What follows belongs to an exercise in optimizing a design on an open flow for small area; a production flow would make more cautious choices. At most, simulation tests tie the RTL to the original design; equivalence was not proved. Power and IR drop assume default switching activity. The flow treats the clock pin as an ideal source, which a real chip does not have.

==> v23: inputs <==
// BinaryCalculatorTop
module BinaryCalculatorTop(
    input Clk,
    input Reset,
    input ConfigDiv,
    input[31:0] Din,
    input ValidCmd,
    input InputKey,
    input RWMem,
    input[7:0] Addr,
    input[3:0] Sel,
    input[7:0] InA,
    input[7:0] InB,
    output CalcActive,
    output CalcMode,
    output CalcBusy,
    output DoutValid,
    output DataOut,
    output ClkTx);
export LEC_CHECK = 0
export CAP_MARGIN = 20
export CORE_MARGIN = 2
export CORE_UTILIZATION = 60
export CTS_CLUSTER_DIAMETER = 80
export CTS_CLUSTER_SIZE = 26
export SLEW_MARGIN = 20
export SYNTH_HIERARCHICAL = 1
create_clock -name core_clock -period 15.0 [get_ports {Clk}]
standard.sh (not shown) runs the stock make flow with config.mk's settings and CLKGATE_MAP_FILE= SYNTH_SCRIPT=/design/flow/synth_recipe.tcl, a recipe that flattens the netlist after the stock synthesis.
==> flow/flow/run.sh <==
#!/bin/bash
# The standard layout, with the port buffers made of the smallest buffer
# cell (buf_1) instead of the one buffer_ports picks by default.
set -e
export BUFFER_PORTS_ARGS="-buffer_cell sky130_fd_sc_hd__buf_1"
bash standard.sh > standard.log 2>&1
==> v10: changes against v23 <==
--- a/flow/design.v
+++ b/flow/design.v
@@ -36,16 +36,29 @@
   integer zi;
   always @(*) begin
     ProdZero = 1'b0;
     for (zi = 0; zi <= 8; zi = zi + 1)
       ProdZero = ProdZero | (ALowZero[zi] & BLowZero[8-zi]);
   end
   wire       Big  = (A[7:4] != 4'h0) && (B[7:4] != 4'h0);
-  wire [7:0] Shl  = (B[7:3] != 5'h0) ? 8'h0 : (A << B[2:0]);
-  wire [8:0] Shr  = (B[7:4] != 4'h0) ? 9'h0 : ({A, 1'b0} >> B[3:0]);
+  wire [8:0] AHighZero;    
+  genvar hz;
+  generate
+    for (hz = 8; hz >= 0; hz = hz - 1) begin : hzc
+      if (hz == 8) begin : h8
+        assign AHighZero[hz] = 1'b1;
+      end else begin : hn
+        assign AHighZero[hz] = AHighZero[hz+1] & !A[hz];
+      end
+    end
+  endgenerate
+  wire       BSmall   = (B[7:3] == 5'd0);            
+  wire       ShlZero  = !BSmall | ALowZero[4'd8 - {1'b0, B[2:0]}];
+  wire       ShrZero  = !BSmall | AHighZero[B[2:0]];
+  wire       ShrCarry = (B[7:4] == 4'd0) & (B[3:0] != 4'd0) & (B[3:0] <= 4'd8) & A[B[3:0] - 4'd1];
   reg [3:0] Tt;
   always @(*) begin
     case (ALU_Sel)
       4'd6:  Tt = 4'b1000;   
       4'd7:  Tt = 4'b1110;   
       4'd8:  Tt = 4'b0110;   
       4'd9:  Tt = 4'b1001;   
@@ -62,21 +75,23 @@
   always @(*) begin
     Flag = 4'h0;
     case (ALU_Sel)
       4'd0: ALU_Out = Sum[7:0];
       4'd1: begin ALU_Out = Less ? 8'h0 : Sum[7:0]; Flag[3] = Less; end
       4'd2: begin ALU_Out = 8'h0; Flag[2] = Big; end
       4'd3: begin ALU_Out = 8'h0; Flag[3] = Less | BZero; end
-      4'd4: begin ALU_Out = Shl; Flag[1] = Sum[8]; end
-      4'd5: begin ALU_Out = Shr[8:1]; Flag[1] = Shr[0]; end
+      4'd4: begin ALU_Out = 8'h0; Flag[1] = Sum[8]; end
+      4'd5: begin ALU_Out = 8'h0; Flag[1] = ShrCarry; end
       default: ALU_Out = Logic;
     endcase
     case (ALU_Sel)
       4'd2:    Flag[0] = Big | ProdZero;
       4'd3:    Flag[0] = Less | BZero;
+      4'd4:    Flag[0] = ShlZero;
+      4'd5:    Flag[0] = ShrZero;
       default: Flag[0] = (ALU_Out == 8'h0);
     endcase
   end
 endmodule
 module MemWriteMux(
     input [31:0]  We,
     input [31:0]  NWe,    
@@ -234,79 +249,85 @@
     wire [7:0] AluOut;
     wire [3:0] AluFlags;
     m_alu Alu_inst(.A(ReadWord[7:0]), .B(ReadWord[15:8]), .ALU_Sel(ReadWord[19:16]),
                    .ALU_Out(AluOut), .Flag(AluFlags));
     wire [7:0] OpA   = ReadWord[7:0];
     wire [7:0] OpB   = ReadWord[15:8];
     wire [3:0] OpSel = ReadWord[19:16];
-    reg  [3:0]  AluFlagReg;
     reg  [7:0]  AluRes;
     reg  [7:0]  MdRem;
     reg  [3:0]  MdStep;      
     wire        MdStart = StSample | StReadMem;
-    wire        MdOp    = (OpSel[3:1] == 3'b001);   
+    wire        MdOp    = (OpSel[3:1] == 3'b001) | (OpSel[3:1] == 3'b010);
     wire        MdDiv   = OpSel[0];
+    wire        MdShift = OpSel[2];
+    wire [7:0]  ShiftPow = {8{OpB[7:3] == 5'd0}} & (8'd1 << OpB[2:0]);
+    wire [7:0]  MdB     = MdShift ? ShiftPow : OpB;
     wire        MdRun   = !MdStep[3];
     wire [2:0]  MdBit   = ~MdStep[2:0];             
     wire        ABit    = OpA[MdBit];
-    wire        BBit    = OpB[MdBit];
+    wire        BBit    = MdB[MdBit];
     wire [7:0]  MdX     = MdDiv ? {MdRem[6:0], ABit} : {AluRes[6:0], 1'b0};
-    wire [7:0]  MdY     = MdDiv ? ~OpB : (OpA & {8{BBit}});
+    wire [7:0]  MdY     = MdDiv ? ~MdB : (OpA & {8{BBit}});
     wire [8:0]  MdSum   = {1'b0, MdX} + {1'b0, MdY} + {8'd0, MdDiv};
     wire        QBit    = MdRem[7] | MdSum[8];
-    wire        MdKill  = MdDiv ? (OpB == 8'd0) : ((OpA[7:4] != 4'd0) & (OpB[7:4] != 4'd0));
+    wire        MdKill  = MdShift ? (MdDiv & (OpB[7:3] != 5'd0)) :
+                          MdDiv   ? (OpB == 8'd0) : ((OpA[7:4] != 4'd0) & (OpB[7:4] != 4'd0));
     always @(posedge Clk) begin
-        AluFlagReg <= AluFlags;
         if (MdStart) begin
             MdStep <= 4'd0;
             MdRem  <= 8'd0;
             AluRes <= 8'd0;
         end else begin
             if (MdRun) MdStep <= MdStep + 1'b1;
             if (MdRun) MdRem  <= QBit ? MdSum[7:0] : MdX;
             if (!MdOp)
                 AluRes <= AluOut;
             else if (MdRun)
                 AluRes <= MdDiv ? {AluRes[6:0], QBit} : MdSum[7:0];
         end
     end
     wire [7:0] ResultOut = AluRes & {8{!(MdOp & MdKill)}};
-    wire [31:0] TxWord = {AluFlagReg, ReadWord[19:16], ResultOut, ReadWord[15:0]};
+    wire [31:0] TxWord = {AluFlags, ReadWord[19:16], ResultOut, ReadWord[15:0]};
     reg [30:0] Half;
     reg        Odd;
+    reg        Configured;
     reg [30:0] Count;
     reg        High;
     reg        Extra;
     wire       Load     = ConfigDiv & !Active;
     wire [30:0] HalfNext;
     wire [30:0] CountNext;
     wire       Reload;
     wire [30:0] CountDec;
     genvar hb;
     generate
         for (hb = 0; hb < 31; hb = hb + 1) begin : divmux
-            Sel2 half_mux(.S(Load), .SN(!Load), .A(Din[hb+1]), .B(Half[hb]), .Y(HalfNext[hb]));
+            Sel2 half_mux(.S(Load), .SN(!Load & Configured), .A(Din[hb+1]), .B(Half[hb]), .Y(HalfNext[hb]));
             Sel2 count_mux(.S(Reload), .SN(!Reload), .A(HalfNext[hb]), .B(CountDec[hb]), .Y(CountNext[hb]));
         end
     endgenerate
     wire       Upper0   = (Count[30:1] == 30'd0);
     wire       IsOne    = Upper0 & Count[0];
     wire       IsZero   = Upper0 & !Count[0];
     wire       HoldOne  = !High & Extra;
     assign     Reload   = !Active | IsZero | (IsOne & !HoldOne);
     assign     CountDec = Count - {30'd0, !(IsOne & HoldOne)};
     wire       TxTick   = Active & (IsZero | (!High & IsOne & !Extra));
     assign ClkTx = Active & (IsZero | High);
+    always @(posedge Clk) begin
+        Half <= HalfNext;
+    end
     always @(posedge Clk, posedge Reset) begin
         if (Reset) begin
-            Half <= 31'd0;
-            Odd  <= 1'b1;
-        end else begin
-            Half <= HalfNext;
-            if (Load) Odd <= Din[0];
+            Configured <= 1'b0;
+            Odd        <= 1'b1;
+        end else if (Load) begin
+            Configured <= 1'b1;
+            Odd        <= Din[0];
         end
     end
     always @(posedge Clk) begin
         Count <= CountNext;
         if (!Active) begin
             High <= 1'b1;
         end else if (IsOne) begin
==> flow/flow/run.sh (replaced) <==
#!/bin/bash
# The standard layout with two changes:
#  - the port buffers are the smallest buffer cell (buf_1) instead of the one
#    buffer_ports picks by default;
#  - clock tree synthesis inserts no dummy loads (it is given the same
#    clustering settings as config.mk).
set -e
export BUFFER_PORTS_ARGS="-buffer_cell sky130_fd_sc_hd__buf_1"
export CTS_ARGS="-sink_clustering_enable -repair_clock_nets -sink_clustering_size 28 -sink_clustering_max_diameter 90 -dont_use_dummy_load"
bash standard.sh > standard.log 2>&1
- CORE_UTILIZATION: 60 -> 72
- CTS_CLUSTER_DIAMETER: 80 -> 90
- CTS_CLUSTER_SIZE: 26 -> 28
==> comparison <==
In v23 the routed wire length is higher than in v10, by 6.3%.
Between v23 and v10, the lower final area is in v10 (gap about 3%, measured against v10).
Against v23, the hold slack of v10 is lower by 0.014 ns.
Against v23, the non-clock buffer count of v10 is lower by 17.
Synthesized cell count: v10 is lower than v23 (about 0.7%).
Die area: v10 is smaller than v23 (18%).
Of v23 and v10, v23 has the higher count of clock-buffer cells in the layout (gap 21).
Clock power: v23 is higher than v10 (about 10%).
Function not checked in v23: the RTL went through the layout flow alone.

* * *

==> trial 65: inputs <==
Another version of the RTL of BinaryCalculatorTop (not shown whole).
export LEC_CHECK = 0
export CAP_MARGIN = 20
export CORE_MARGIN = 2
export CORE_UTILIZATION = 60
export CTS_CLUSTER_DIAMETER = 100
export CTS_CLUSTER_SIZE = 30
export SLEW_MARGIN = 20
export SYNTH_HIERARCHICAL = 1
create_clock -name core_clock -period 15.0 [get_ports {Clk}]
==> flow/flow/run.sh <==
#!/bin/bash
# The standard layout with two changes:
#  - the port buffers are the smallest buffer cell (buf_1) instead of the one
#    buffer_ports picks by default;
#  - clock tree synthesis inserts no dummy loads (it is given the same
#    clustering settings as config.mk).
set -e
export BUFFER_PORTS_ARGS="-buffer_cell sky130_fd_sc_hd__buf_1"
export CTS_ARGS="-sink_clustering_enable -repair_clock_nets -sink_clustering_size 30 -sink_clustering_max_diameter 100 -dont_use_dummy_load"
bash standard.sh > standard.log 2>&1
==> inputs of trial 31, as changes to trial 65 <==
--- a/flow/design.v
+++ b/flow/design.v
@@ -38,25 +38,12 @@
     ProdZero = 1'b0;
     for (zi = 0; zi <= 8; zi = zi + 1)
       ProdZero = ProdZero | (ALowZero[zi] & BLowZero[8-zi]);
   end
   wire       Big  = (A[7:4] != 4'h0) && (B[7:4] != 4'h0);
-  wire [8:0] AHighZero;    
-  genvar hz;
-  generate
-    for (hz = 8; hz >= 0; hz = hz - 1) begin : hzc
-      if (hz == 8) begin : h8
-        assign AHighZero[hz] = 1'b1;
-      end else begin : hn
-        assign AHighZero[hz] = AHighZero[hz+1] & !A[hz];
-      end
-    end
-  endgenerate
-  wire       BSmall   = (B[7:3] == 5'd0);            
-  wire       ShlZero  = !BSmall | ALowZero[4'd8 - {1'b0, B[2:0]}];
-  wire       ShrZero  = !BSmall | AHighZero[B[2:0]];
-  wire       ShrCarry = (B[7:4] == 4'd0) & (B[3:0] != 4'd0) & (B[3:0] <= 4'd8) & A[B[3:0] - 4'd1];
+  wire [7:0] Shl  = (B[7:3] != 5'h0) ? 8'h0 : (A << B[2:0]);
+  wire [8:0] Shr  = (B[7:4] != 4'h0) ? 9'h0 : ({A, 1'b0} >> B[3:0]);
   reg [3:0] Tt;
   always @(*) begin
     case (ALU_Sel)
       4'd6:  Tt = 4'b1000;   
       4'd7:  Tt = 4'b1110;   
@@ -77,19 +64,17 @@
     case (ALU_Sel)
       4'd0: ALU_Out = Sum[7:0];
       4'd1: begin ALU_Out = Less ? 8'h0 : Sum[7:0]; Flag[3] = Less; end
       4'd2: begin ALU_Out = 8'h0; Flag[2] = Big; end
       4'd3: begin ALU_Out = 8'h0; Flag[3] = Less | BZero; end
-      4'd4: begin ALU_Out = 8'h0; Flag[1] = Sum[8]; end
-      4'd5: begin ALU_Out = 8'h0; Flag[1] = ShrCarry; end
+      4'd4: begin ALU_Out = Shl; Flag[1] = Sum[8]; end
+      4'd5: begin ALU_Out = Shr[8:1]; Flag[1] = Shr[0]; end
       default: ALU_Out = Logic;
     endcase
     case (ALU_Sel)
       4'd2:    Flag[0] = Big | ProdZero;
       4'd3:    Flag[0] = Less | BZero;
-      4'd4:    Flag[0] = ShlZero;
-      4'd5:    Flag[0] = ShrZero;
       default: Flag[0] = (ALU_Out == 8'h0);
     endcase
   end
 endmodule
 module MemWriteMux(
@@ -235,47 +220,44 @@
                                  .Q(Bank), .D(BankNext));
     MemReadMux  MemReadMux_inst(.Sel(WordRd), .Q(ReadQ), .Dout(ReadWord));
     always @(posedge Clk) begin
         Bank <= BankNext;
     end
-    always @(posedge Clk) begin
-        Valid <= {32{Active}} & (Valid | WordWe);
-    end
     always @(posedge Clk, posedge Reset) begin
         if (Reset) begin
+            Valid    <= 32'b0;
             ReadAddr <= 5'b0;
         end else begin
+            Valid <= Valid | WordWe;
             if (StReadMem) ReadAddr <= Addr[4:0];
         end
     end
     wire [7:0] AluOut;
     wire [3:0] AluFlags;
     m_alu Alu_inst(.A(ReadWord[7:0]), .B(ReadWord[15:8]), .ALU_Sel(ReadWord[19:16]),
                    .ALU_Out(AluOut), .Flag(AluFlags));
     wire [7:0] OpA   = ReadWord[7:0];
     wire [7:0] OpB   = ReadWord[15:8];
     wire [3:0] OpSel = ReadWord[19:16];
+    reg  [3:0]  AluFlagReg;
     reg  [7:0]  AluRes;
     reg  [7:0]  MdRem;
     reg  [3:0]  MdStep;      
     wire        MdStart = StSample | StReadMem;
-    wire        MdOp    = (OpSel[3:1] == 3'b001) | (OpSel[3:1] == 3'b010);
+    wire        MdOp    = (OpSel[3:1] == 3'b001);   
     wire        MdDiv   = OpSel[0];
-    wire        MdShift = OpSel[2];
-    wire [7:0]  ShiftPow = {8{OpB[7:3] == 5'd0}} & (8'd1 << OpB[2:0]);
-    wire [7:0]  MdB     = MdShift ? ShiftPow : OpB;
     wire        MdRun   = !MdStep[3];
     wire [2:0]  MdBit   = ~MdStep[2:0];             
     wire        ABit    = OpA[MdBit];
-    wire        BBit    = MdB[MdBit];
+    wire        BBit    = OpB[MdBit];
     wire [7:0]  MdX     = MdDiv ? {MdRem[6:0], ABit} : {AluRes[6:0], 1'b0};
-    wire [7:0]  MdY     = MdDiv ? ~MdB : (OpA & {8{BBit}});
+    wire [7:0]  MdY     = MdDiv ? ~OpB : (OpA & {8{BBit}});
     wire [8:0]  MdSum   = {1'b0, MdX} + {1'b0, MdY} + {8'd0, MdDiv};
     wire        QBit    = MdRem[7] | MdSum[8];
-    wire        MdKill  = MdShift ? (MdDiv & (OpB[7:3] != 5'd0)) :
-                          MdDiv   ? (OpB == 8'd0) : ((OpA[7:4] != 4'd0) & (OpB[7:4] != 4'd0));
+    wire        MdKill  = MdDiv ? (OpB == 8'd0) : ((OpA[7:4] != 4'd0) & (OpB[7:4] != 4'd0));
     always @(posedge Clk) begin
+        AluFlagReg <= AluFlags;
         if (MdStart) begin
             MdStep <= 4'd0;
             MdRem  <= 8'd0;
             AluRes <= 8'd0;
         end else begin
@@ -286,11 +268,11 @@
             else if (MdRun)
                 AluRes <= MdDiv ? {AluRes[6:0], QBit} : MdSum[7:0];
         end
     end
     wire [7:0] ResultOut = AluRes & {8{!(MdOp & MdKill)}};
-    wire [31:0] TxWord = {AluFlags, ReadWord[19:16], ResultOut, ReadWord[15:0]};
+    wire [31:0] TxWord = {AluFlagReg, ReadWord[19:16], ResultOut, ReadWord[15:0]};
     reg [30:0] Half;
     reg        Odd;
     reg        Configured;
     reg [30:0] Count;
     reg        High;
==> flow/flow/run.sh (replaced) <==
#!/bin/bash
# The standard layout, with the port buffers made of the smallest buffer
# cell (buf_1) instead of the one buffer_ports picks by default.
set -e
export BUFFER_PORTS_ARGS="-buffer_cell sky130_fd_sc_hd__buf_1"
bash standard.sh > standard.log 2>&1
==> flow/config.mk (replaced) <==
export PLATFORM = sky130hd
export DESIGN_NAME = BinaryCalculatorTop
export DESIGN_NICKNAME = BinaryCalculatorTop
export VERILOG_FILES = /design/flow/design.v
export SDC_FILE = /design/flow/constraint.sdc
export NUM_CORES = 4
export LEC_CHECK = 0
export CAP_MARGIN = 5
export CORE_MARGIN = 2
export CORE_UTILIZATION = 60
export CTS_CLUSTER_DIAMETER = 80
export CTS_CLUSTER_SIZE = 26
export SLEW_MARGIN = 5
export SYNTH_HIERARCHICAL = 1
==> inputs of trial 98, as changes to trial 65 <==
--- a/flow/design.v
+++ b/flow/design.v
@@ -235,17 +235,16 @@
                                  .Q(Bank), .D(BankNext));
     MemReadMux  MemReadMux_inst(.Sel(WordRd), .Q(ReadQ), .Dout(ReadWord));
     always @(posedge Clk) begin
         Bank <= BankNext;
     end
-    always @(posedge Clk) begin
-        Valid <= {32{Active}} & (Valid | WordWe);
-    end
     always @(posedge Clk, posedge Reset) begin
         if (Reset) begin
+            Valid    <= 32'b0;
             ReadAddr <= 5'b0;
         end else begin
+            Valid <= Valid | WordWe;
             if (StReadMem) ReadAddr <= Addr[4:0];
         end
     end
     wire [7:0] AluOut;
     wire [3:0] AluFlags;
==> flow/flow/run.sh (replaced) <==
#!/bin/bash
# The standard layout, with the port buffers made of the smallest buffer
# cell (buf_1) instead of the one buffer_ports picks by default.
set -e
export BUFFER_PORTS_ARGS="-buffer_cell sky130_fd_sc_hd__buf_1"
bash standard.sh > standard.log 2>&1
--- a/flow/config.mk
+++ b/flow/config.mk
@@ -5,10 +5,10 @@
 export SDC_FILE = /design/flow/constraint.sdc
 export NUM_CORES = 4
 export LEC_CHECK = 0
 export CAP_MARGIN = 20
 export CORE_MARGIN = 2
-export CORE_UTILIZATION = 60
+export CORE_UTILIZATION = 75
 export CTS_CLUSTER_DIAMETER = 100
 export CTS_CLUSTER_SIZE = 30
 export SLEW_MARGIN = 20
 export SYNTH_HIERARCHICAL = 1
==> inputs of build 82, as changes to trial 65 <==
--- a/flow/design.v
+++ b/flow/design.v
@@ -235,17 +235,16 @@
                                  .Q(Bank), .D(BankNext));
     MemReadMux  MemReadMux_inst(.Sel(WordRd), .Q(ReadQ), .Dout(ReadWord));
     always @(posedge Clk) begin
         Bank <= BankNext;
     end
-    always @(posedge Clk) begin
-        Valid <= {32{Active}} & (Valid | WordWe);
-    end
     always @(posedge Clk, posedge Reset) begin
         if (Reset) begin
+            Valid    <= 32'b0;
             ReadAddr <= 5'b0;
         end else begin
+            Valid <= Valid | WordWe;
             if (StReadMem) ReadAddr <= Addr[4:0];
         end
     end
     wire [7:0] AluOut;
     wire [3:0] AluFlags;
==> flow/flow/run.sh (replaced) <==
#!/bin/bash
# The standard layout, with the port buffers made of the smallest buffer
# cell (buf_1) instead of the one buffer_ports picks by default.
set -e
export BUFFER_PORTS_ARGS="-buffer_cell sky130_fd_sc_hd__buf_1"
bash standard.sh > standard.log 2>&1
--- a/flow/config.mk
+++ b/flow/config.mk
@@ -6,9 +6,9 @@
 export NUM_CORES = 4
 export LEC_CHECK = 0
 export CAP_MARGIN = 20
 export CORE_MARGIN = 2
 export CORE_UTILIZATION = 60
-export CTS_CLUSTER_DIAMETER = 100
-export CTS_CLUSTER_SIZE = 30
+export CTS_CLUSTER_DIAMETER = 80
+export CTS_CLUSTER_SIZE = 26
 export SLEW_MARGIN = 20
 export SYNTH_HIERARCHICAL = 1
==> comparison table <==
|  | trial 98 | trial 65 | build 82 | trial 31 |
|---|---|---|---|---|
| Setup clock skew after layout | 0.01740 ns | 0.09056 ns | 0.04687 ns | 0.03509 ns |
| Outcome | complete, no violations | complete, no violations | complete, no violations | complete, no violations |
| Number of global-route vias before repair | 24180 | 23320 | 23350 | 23540 |
| Headroom to the max-slew limit | 25.40% | 27.01% | 21.41% | 22.97% |
| Signed area change from the synthesized netlist to the final layout | 2.170% | 2.865% | 4.042% | 3.938% |
| Portion of the layout cell area used by non-clock buffers | 2.292% | 2.585% | 2.343% | 2.617% |
| Met2 capacity usage during global routing | 61.43% | 53.42% | 53.16% | 52.36% |
| Endpoint with the worst hold slack | MdRem[7] | Valid[19] | MdRem[0] | Configured |
| Switching portion of total power | 27.26% | 27.41% | 27.42% | 34.09% |
| Final RePlAce weighted congestion | 0.9890 | 0.9112 | 0.9338 | 0.9652 |
| Critical-path top delay cell | or3_1 | a222oi_1 | or3_1 | or3_1 |
| Final cell utilization of the core | 77.90% | 62.39% | 63.15% | 62.79% |
| Met3 layer wire length in the routed design | 11.70 mm | 10.03 mm | 10.57 mm | 9.485 mm |

afterwards: timing with drivers on the ports:
The results above use ideal ports. As a check the final layouts listed here were re-extracted and re-timed, cells and wires unchanged.
Step 1: set_driving_cell puts a clkbuf_16 on Clk and a buf_2 on each other input, an assumption about the parent block.
Step 2 also shifts input and output timing later by t, the mid clock arrival at the registers, as if the neighbouring blocks saw the same clock.
Three values: ideal, step 1, step 2; two values: the first two.
run	shift t [ns]	setup WS [ns]	hold slack, ns	worst setup path at the end
v23	0.666	6.440 / 6.376 / 6.878	0.468 / 0.468 / 0.468	register to register
v10	0.634	2.467 / 2.405 / 3.039	0.454 / 0.454 / 0.454	register to output
trial 65	0.680	2.780 / 2.713 / 3.394	0.476 / 0.476 / 0.476	register to output
trial 31	0.671	6.587 / 6.523 / 6.777	0.472 / 0.472 / 0.472	register to register
trial 98	0.695	2.269 / 2.207 / 2.901	0.470 / 0.470 / 0.470	register to output
build 82	0.668	2.459 / 2.393 / 3.062	0.461 / 0.461 / 0.461	register to output
After both steps every run listed still meets setup and hold.
